Background: an optimization exercise with open tools, aiming at small area, a short achievable clock period and few clock cycles. Do not read the settings as production practice. The flow treats the clock pin as an ideal source. Dropping or thinning the clock tree relies on that and would not hold on a real chip. No activity file was given, so power comes from the tool's default toggle rates.

==> module ME, before the edit <==
module ME(
    input clk,
    input rst_n,
    input block_valid,
    input area_valid,
    input [7:0] in_data,
    output logic out_valid,
    output logic signed [2:0] out_vector
);
logic [7:0] nblk [0:15];
always_ff @(posedge clk)
    if (block_valid) begin
        for (int k = 0; k < 15; k++) nblk[k] <= nblk[k+1];
        nblk[15] <= ~in_data;
    end
logic [7:0] pix [0:11];
always_ff @(posedge clk) begin
    pix[0] <= in_data;
    for (int d = 1; d < 12; d++) pix[d] <= pix[d-1];
end
function automatic [7:0] pixd(input integer i);
    pixd = i == 0 ? pix[11] : i == 1 ? pix[7] : i == 2 ? pix[3] : in_data;
endfunction
logic [7:0] adv [0:15];
logic       adc [0:15];
always_ff @(posedge clk)
    for (int k = 0; k < 16; k++)
        {adc[k], adv[k]} <= {1'b0, pixd(k/4)} + {1'b0, nblk[k]};
logic [5:0] pd0 [0:14];
logic [5:0] pd1 [0:14];
logic       kc1 [0:14];
function automatic [5:0] topmask(input integer s);
    integer m, k;
    m = (255 * (s + 1)) >> 6;
    k = 0;
    while (k < m) k = 2 * k + 1;
    topmask = k;
endfunction
always_ff @(posedge clk)
    for (int s = 0; s < 15; s++) begin
        logic [11:0] t;
        logic [6:0] q0;
        logic [6:0] q1;
        t = {4'd0, adv[s] ^ {8{~adc[s]}}};
        q0 = {1'b0, (s == 0 ? 6'd0 : pd0[s-1])} + {1'b0, t[5:0]} + {6'd0, adc[s]};
        q1 = {1'b0, (s == 0 ? 6'd0 : pd1[s-1])} + {1'b0, t[11:6]} + {6'd0, (s == 0 ? 1'b0 : kc1[s-1])};
        pd0[s] <= q0[5:0];
        kc1[s] <= q0[6];
        pd1[s] <= q1[5:0] & topmask(s);
    end
logic [11:0] sad;
always_ff @(posedge clk)
    sad <= {pd1[14], pd0[14]} + ({11'd0, kc1[14]} << 6)
           + {4'd0, adv[15] ^ {8{~adc[15]}}} + {11'd0, adc[15]};
logic [5:0] idx;
logic v1, v2;
always_ff @(posedge clk, negedge rst_n)
    if (!rst_n) begin
        v1 <= 1'b0;
        v2 <= 1'b0;
    end else begin
        v1 <= area_valid;
        v2 <= v1;
    end
always_ff @(posedge clk)
    idx <= block_valid ? 6'd0 : idx + {5'd0, v2};
wire win_ok = v2 && idx[5:3] >= 3'd3 && idx[2:0] >= 3'd3;
wire first  = idx == 6'd27;
logic [11:0] nmin;    
wire better = first || sad < ~nmin;
logic [2:0] min_x, min_y;
wire [2:0] cur_x = idx[2:0] - 3'd5;    
wire [2:0] cur_y = 3'd5 - idx[5:3];    
always_ff @(posedge clk)
    if (win_ok && better) begin
        nmin    <= ~sad;
        min_x   <= cur_x;
        min_y   <= cur_y;
    end
wire last = v2 && idx == 6'd63;
logic second;
always_ff @(posedge clk, negedge rst_n)
    if (!rst_n) begin
        out_valid  <= 1'b0;
        second     <= 1'b0;
        out_vector <= 3'd0;
    end else begin
        second    <= last;
        out_valid <= last || second;
        if (last)
            out_vector <= better ? cur_x : min_x;
        else if (second)
            out_vector <= min_y;
        else
            out_vector <= 3'd0;
    end
endmodule
clock: 5.5 ns
lec_check: 0
abc_area: 1
abc_clock_period_in_ps: 2200
cap_margin: 20
core_margin: 2
core_utilization: 60
cts_cluster_diameter: 100
cts_cluster_size: 30
setup_slack_margin: 3.3
slew_margin: 20
tns_end_percent: 100
run.sh (not shown) runs the stock make flow with config.mk's settings and CLKGATE_MAP_FILE= SYNTH_SCRIPT=/design/flow/synth_recipe.tcl, a recipe that flattens the netlist after the stock synthesis.
Then changed:
--- a/flow/design.v
+++ b/flow/design.v
@@ -23,38 +23,65 @@
 endfunction
 logic [7:0] adv [0:15];
 logic       adc [0:15];
 always_ff @(posedge clk)
     for (int k = 0; k < 16; k++)
         {adc[k], adv[k]} <= {1'b0, pixd(k/4)} + {1'b0, nblk[k]};
-logic [5:0] pd0 [0:14];
-logic [5:0] pd1 [0:14];
+logic [3:0] pd0 [0:14];
+logic [3:0] pd1 [0:14];
+logic [3:0] pd2 [0:14];
 logic       kc1 [0:14];
-function automatic [5:0] topmask(input integer s);
+logic       kc2 [0:14];
+function automatic [3:0] topmask(input integer s);
     integer m, k;
-    m = (255 * (s + 1)) >> 6;
+    m = (255 * (s + 1)) >> 8;
     k = 0;
     while (k < m) k = 2 * k + 1;
     topmask = k;
 endfunction
+function automatic [4:0] radd4(input [3:0] a, input [3:0] b, input ci);
+    logic c;
+    c = ci;
+    for (int i = 0; i < 4; i++) begin
+        radd4[i] = a[i] ^ b[i] ^ c;
+        c = (a[i] & b[i]) | (c & (a[i] ^ b[i]));
+    end
+    radd4[4] = c;
+endfunction
 always_ff @(posedge clk)
     for (int s = 0; s < 15; s++) begin
         logic [11:0] t;
-        logic [6:0] q0;
-        logic [6:0] q1;
+        logic [4:0] q0;
+        logic [4:0] q1;
+        logic [4:0] q2;
         t = {4'd0, adv[s] ^ {8{~adc[s]}}};
-        q0 = {1'b0, (s == 0 ? 6'd0 : pd0[s-1])} + {1'b0, t[5:0]} + {6'd0, adc[s]};
-        q1 = {1'b0, (s == 0 ? 6'd0 : pd1[s-1])} + {1'b0, t[11:6]} + {6'd0, (s == 0 ? 1'b0 : kc1[s-1])};
-        pd0[s] <= q0[5:0];
-        kc1[s] <= q0[6];
-        pd1[s] <= q1[5:0] & topmask(s);
+        q0 = radd4((s == 0 ? 4'd0 : pd0[s-1]), t[3:0], adc[s]);
+        q1 = radd4((s == 0 ? 4'd0 : pd1[s-1]), t[7:4], (s == 0 ? 1'b0 : kc1[s-1]));
+        q2 = radd4((s == 0 ? 4'd0 : pd2[s-1]), t[11:8], (s == 0 ? 1'b0 : kc2[s-1]));
+        pd0[s] <= q0[3:0];
+        kc1[s] <= q0[4];
+        pd1[s] <= q1[3:0];
+        kc2[s] <= q1[4];
+        pd2[s] <= q2[3:0] & topmask(s);
     end
+logic [11:0] r14;
+always_comb begin
+    logic c;
+    logic [4:0] q;
+    r14[3:0] = pd0[14];
+    c = 1'b0;
+    q = radd4(pd1[14], {3'd0, kc1[14]}, c);
+    r14[7:4] = q[3:0];
+    c = q[4];
+    q = radd4(pd2[14], {3'd0, kc2[14]}, c);
+    r14[11:8] = q[3:0];
+    c = q[4];
+end
 logic [11:0] sad;
 always_ff @(posedge clk)
-    sad <= {pd1[14], pd0[14]} + ({11'd0, kc1[14]} << 6)
-           + {4'd0, adv[15] ^ {8{~adc[15]}}} + {11'd0, adc[15]};
+    sad <= r14 + {4'd0, adv[15] ^ {8{~adc[15]}}} + {11'd0, adc[15]};
 logic [5:0] idx;
 logic v1, v2;
 always_ff @(posedge clk, negedge rst_n)
     if (!rst_n) begin
         v1 <= 1'b0;
         v2 <= 1'b0;
The changed run went through all stages and came out clean.
Utilization went up by 1.3 points.
Die area fell by 3.8%.
Design area fell by 2.5%.
Worst setup slack is worse by 150 ps.
Final cell count decreases by 7.6%.
Wire length fell by 6.4%.
Critical path depth is higher by 5.
Count of clock-buffer cells in the layout went up by 2.
Total power falls by 8.3%.
Clock power rose by about 5%.
Clock skew rises by 15 ps.
Flip-flop and latch count increases by 12.
No functional check of the RTL was part of any run of this note.

* * *

The RTL this note starts from:
==> flow/design.v <==
module ME(
    input clk,
    input rst_n,
    input block_valid,
    input area_valid,
    input [7:0] in_data,
    output logic out_valid,
    output logic signed [2:0] out_vector
);
logic [7:0] pix [0:12];
always_ff @(posedge clk) begin
    pix[0] <= in_data;
    for (int d = 1; d < 13; d++) pix[d] <= pix[d-1];
end
logic bv;
always_ff @(posedge clk) bv <= block_valid;
logic [7:0] nblk [0:15];
always_ff @(posedge clk)
    if (bv) begin
        for (int k = 0; k < 15; k++) nblk[k] <= nblk[k+1];
        nblk[15] <= ~pix[0];
    end
logic [7:0] adv [0:15];
logic       adc [0:15];
always_ff @(posedge clk)
    for (int k = 0; k < 16; k++)
        {adc[k], adv[k]} <= {1'b0, pix[12 - 4*(k/4)]} + {1'b0, nblk[k]};
logic [3:0] pd0 [0:14];
logic [3:0] pd1 [0:14];
logic [3:0] pd2 [0:14];
logic       kc1 [0:14];
logic       kc2 [0:14];
function automatic [3:0] topmask(input integer s);
    integer m, k;
    m = (255 * (s + 1)) >> 8;
    k = 0;
    while (k < m) k = 2 * k + 1;
    topmask = k;
endfunction
always_ff @(posedge clk)
    for (int s = 0; s < 15; s++) begin
        logic [11:0] t;
        logic [4:0] q0;
        logic [4:0] q1;
        logic [4:0] q2;
        t = {4'd0, adv[s] ^ {8{~adc[s]}}};
        q0 = {1'b0, (s == 0 ? 4'd0 : pd0[s-1])} + {1'b0, t[3:0]} + {4'd0, adc[s]};
        q1 = {1'b0, (s == 0 ? 4'd0 : pd1[s-1])} + {1'b0, t[7:4]} + {4'd0, (s == 0 ? 1'b0 : kc1[s-1])};
        q2 = {1'b0, (s == 0 ? 4'd0 : pd2[s-1])} + {1'b0, t[11:8]} + {4'd0, (s == 0 ? 1'b0 : kc2[s-1])};
        pd0[s] <= q0[3:0];
        kc1[s] <= q0[4];
        pd1[s] <= q1[3:0];
        kc2[s] <= q1[4];
        pd2[s] <= q2[3:0] & topmask(s);
    end
logic [11:0] sad;
always_ff @(posedge clk)
    sad <= {pd2[14], pd1[14], pd0[14]} + ({11'd0, kc1[14]} << 4) + ({11'd0, kc2[14]} << 8)
           + {4'd0, adv[15] ^ {8{~adc[15]}}} + {11'd0, adc[15]};
logic [5:0] idx;
logic v0, v1, v2;
always_ff @(posedge clk, negedge rst_n)
    if (!rst_n) begin
        v0 <= 1'b0;
        v1 <= 1'b0;
        v2 <= 1'b0;
    end else begin
        v0 <= area_valid;
        v1 <= v0;
        v2 <= v1;
    end
always_ff @(posedge clk)
    idx <= bv ? 6'd0 : idx + {5'd0, v2};
wire win_ok = v2 && idx[5:3] >= 3'd3 && idx[2:0] >= 3'd3;
wire first  = idx == 6'd27;
logic [11:0] nmin;    
wire better = first || sad < ~nmin;
logic [2:0] min_x, min_y;
wire [2:0] cur_x = idx[2:0] - 3'd5;    
wire [2:0] cur_y = 3'd5 - idx[5:3];    
always_ff @(posedge clk)
    if (win_ok && better) begin
        nmin    <= ~sad;
        min_x   <= cur_x;
        min_y   <= cur_y;
    end
wire last = v2 && idx == 6'd63;
logic second;
always_ff @(posedge clk, negedge rst_n)
    if (!rst_n) begin
        out_valid  <= 1'b0;
        second     <= 1'b0;
        out_vector <= 3'd0;
    end else begin
        second    <= last;
        out_valid <= last || second;
        if (last)
            out_vector <= better ? cur_x : min_x;
        else if (second)
            out_vector <= min_y;
        else
            out_vector <= 3'd0;
    end
endmodule
==> flow/config.mk <==
export PLATFORM = sky130hd
export DESIGN_NAME = ME
export DESIGN_NICKNAME = ME
export VERILOG_FILES = /design/flow/design.v
export SDC_FILE = /design/flow/constraint.sdc
export NUM_CORES = 8
export LEC_CHECK = 0
export ABC_CLOCK_PERIOD_IN_PS = 1900
export CAP_MARGIN = 20
export CORE_MARGIN = 2
export CORE_UTILIZATION = 60
export SETUP_SLACK_MARGIN = 3.6
export SLEW_MARGIN = 20
export TNS_END_PERCENT = 100
==> flow/constraint.sdc <==
create_clock -name core_clock -period 5.5 [get_ports {clk}]
set_input_delay 1.1000 -clock core_clock [delete_from_list [all_inputs] [get_ports {clk}]]
set_output_delay 1.1000 -clock core_clock [all_outputs]
set_load 0.01 [all_outputs]
standard.sh (not shown) runs the stock make flow with config.mk's settings and CLKGATE_MAP_FILE= SYNTH_SCRIPT=/design/flow/synth_recipe.tcl, a recipe that flattens the netlist after the stock synthesis.
==> flow/flow/run.sh <==
#!/bin/bash
# The standard layout, except for clock tree synthesis: after placement
# flow/cts_manual.tcl builds the clock tree (see mcts.tcl), then the
# standard flow continues from it. Each step's output goes to its own log.
set -euo pipefail
here=$(pwd)
bash standard.sh place > make_place.log 2>&1
bash standard.sh run RUN_SCRIPT="$here/flow/cts_manual.tcl" RUN_LOG_NAME_STEM=4_1_cts_manual \
    MCTS_LEAVES=24 MCTS_ROOT=clkinv_16 MCTS_LEAF=clkinv_8 > make_cts.log 2>&1
bash standard.sh finish > make_finish.log 2>&1
Other scripts of this flow, unchanged in this note and not shown: flow/flow/cts_manual.tcl, flow/flow/mcts.tcl
The baseline completed without violations.
Then changed:
--- a/flow/design.v
+++ b/flow/design.v
@@ -23,24 +23,24 @@
 logic [7:0] adv [0:15];
 logic       adc [0:15];
 always_ff @(posedge clk)
     for (int k = 0; k < 16; k++)
         {adc[k], adv[k]} <= {1'b0, pix[12 - 4*(k/4)]} + {1'b0, nblk[k]};
-logic [3:0] pd0 [0:14];
-logic [3:0] pd1 [0:14];
-logic [3:0] pd2 [0:14];
-logic       kc1 [0:14];
-logic       kc2 [0:14];
+logic [3:0] pd0 [0:15];
+logic [3:0] pd1 [0:15];
+logic [3:0] pd2 [0:15];
+logic       kc1 [0:15];
+logic       kc2 [0:15];
 function automatic [3:0] topmask(input integer s);
     integer m, k;
     m = (255 * (s + 1)) >> 8;
     k = 0;
     while (k < m) k = 2 * k + 1;
     topmask = k;
 endfunction
 always_ff @(posedge clk)
-    for (int s = 0; s < 15; s++) begin
+    for (int s = 0; s < 16; s++) begin
         logic [11:0] t;
         logic [4:0] q0;
         logic [4:0] q1;
         logic [4:0] q2;
         t = {4'd0, adv[s] ^ {8{~adc[s]}}};
@@ -51,14 +51,12 @@
         kc1[s] <= q0[4];
         pd1[s] <= q1[3:0];
         kc2[s] <= q1[4];
         pd2[s] <= q2[3:0] & topmask(s);
     end
-logic [11:0] sad;
-always_ff @(posedge clk)
-    sad <= {pd2[14], pd1[14], pd0[14]} + ({11'd0, kc1[14]} << 4) + ({11'd0, kc2[14]} << 8)
-           + {4'd0, adv[15] ^ {8{~adc[15]}}} + {11'd0, adc[15]};
+wire [11:0] sad_d = {pd2[15], pd1[15], pd0[15]};
+wire [11:0] sad_k = {3'd0, kc2[15], 3'd0, kc1[15], 4'd0};
 logic [5:0] idx;
 logic v0, v1, v2;
 always_ff @(posedge clk, negedge rst_n)
     if (!rst_n) begin
         v0 <= 1'b0;
@@ -70,22 +68,31 @@
         v2 <= v1;
     end
 always_ff @(posedge clk)
     idx <= bv ? 6'd0 : idx + {5'd0, v2};
 wire win_ok = v2 && idx[5:3] >= 3'd3 && idx[2:0] >= 3'd3;
-wire first  = idx == 6'd27;
-logic [11:0] nmin;    
-wire better = first || sad < ~nmin;
-logic [2:0] min_x, min_y;
 wire [2:0] cur_x = idx[2:0] - 3'd5;    
 wire [2:0] cur_y = 3'd5 - idx[5:3];    
-always_ff @(posedge clk)
-    if (win_ok && better) begin
-        nmin    <= ~sad;
-        min_x   <= cur_x;
-        min_y   <= cur_y;
+logic [11:0] mlag, prev;
+logic        prev_ok, prev_better;
+logic [2:0]  lag_x, lag_y, prev_x, prev_y;
+wire better = win_ok && {1'b0, sad_d} + {1'b0, sad_k} < {1'b0, mlag}
+                     && (!prev_ok || {1'b0, sad_d} + {1'b0, sad_k} < {1'b0, prev});
+always_ff @(posedge clk) begin
+    prev        <= sad_d + sad_k;
+    prev_ok     <= win_ok;
+    prev_better <= better;
+    prev_x      <= cur_x;
+    prev_y      <= cur_y;
+    if (bv)
+        mlag <= 12'hfff;    
+    else if (prev_better) begin
+        mlag  <= prev;
+        lag_x <= prev_x;
+        lag_y <= prev_y;
     end
+end
 wire last = v2 && idx == 6'd63;
 logic second;
 always_ff @(posedge clk, negedge rst_n)
     if (!rst_n) begin
         out_valid  <= 1'b0;
@@ -93,12 +100,12 @@
         out_vector <= 3'd0;
     end else begin
         second    <= last;
         out_valid <= last || second;
         if (last)
-            out_vector <= better ? cur_x : min_x;
+            out_vector <= better ? cur_x : prev_better ? prev_x : lag_x;
         else if (second)
-            out_vector <= min_y;
+            out_vector <= prev_better ? prev_y : lag_y;
         else
             out_vector <= 3'd0;
     end
 endmodule
Final area increases by 2.8%; final cell count went up by 5.8%; worst setup slack got worse by 250 ps; utilization fell by 1.6 points; die area is higher by 5.0%; area after synthesis increases by 5.0%; via count goes up by 4.2%.
Function was not checked in any run of this note: the RTL went through the layout flow alone. In every run of this note, the design's own scripts or RTL, not TritonCTS, make the clock network.

[what the ideal ports hide]
The results above use ideal ports. As a check the final layouts listed here were re-extracted and re-timed, cells and wires unchanged. Step 1, drivers: a clkbuf_16 drives clk and a buf_2 each remaining input, both assumed. Step 2 moves the port delays by t, midway between the first and last clock arrival at a register: inputs arrive t later, outputs are due t later. That takes back most of the time a late clock gives input paths. Slacks: no drivers / after step 1 / after step 2; pairs: no drivers / after step 1.
run | shift t [ns] | setup WS [ns] | worst register clock-pin slew, ns
the first run of note 1 | 0.625 | 3.325 / 3.267 / 2.783 | 0.12 / 0.12
the second run of note 1 | 0.623 | 3.179 / 3.179 / 2.767 | 0.12 / 0.12
the first run of note 2 | 0.431 | 3.181 / 3.181 / 3.181 | 0.11 / 0.11
the second run of note 2 | 0.448 | 2.932 / 2.931 / 2.931 | 0.10 / 0.10
After both steps every run listed still meets setup and hold. For the first run of note 1, which loses most, drivers alone change the setup slack by -0.058 ns; drivers and shift together by -0.542 ns.
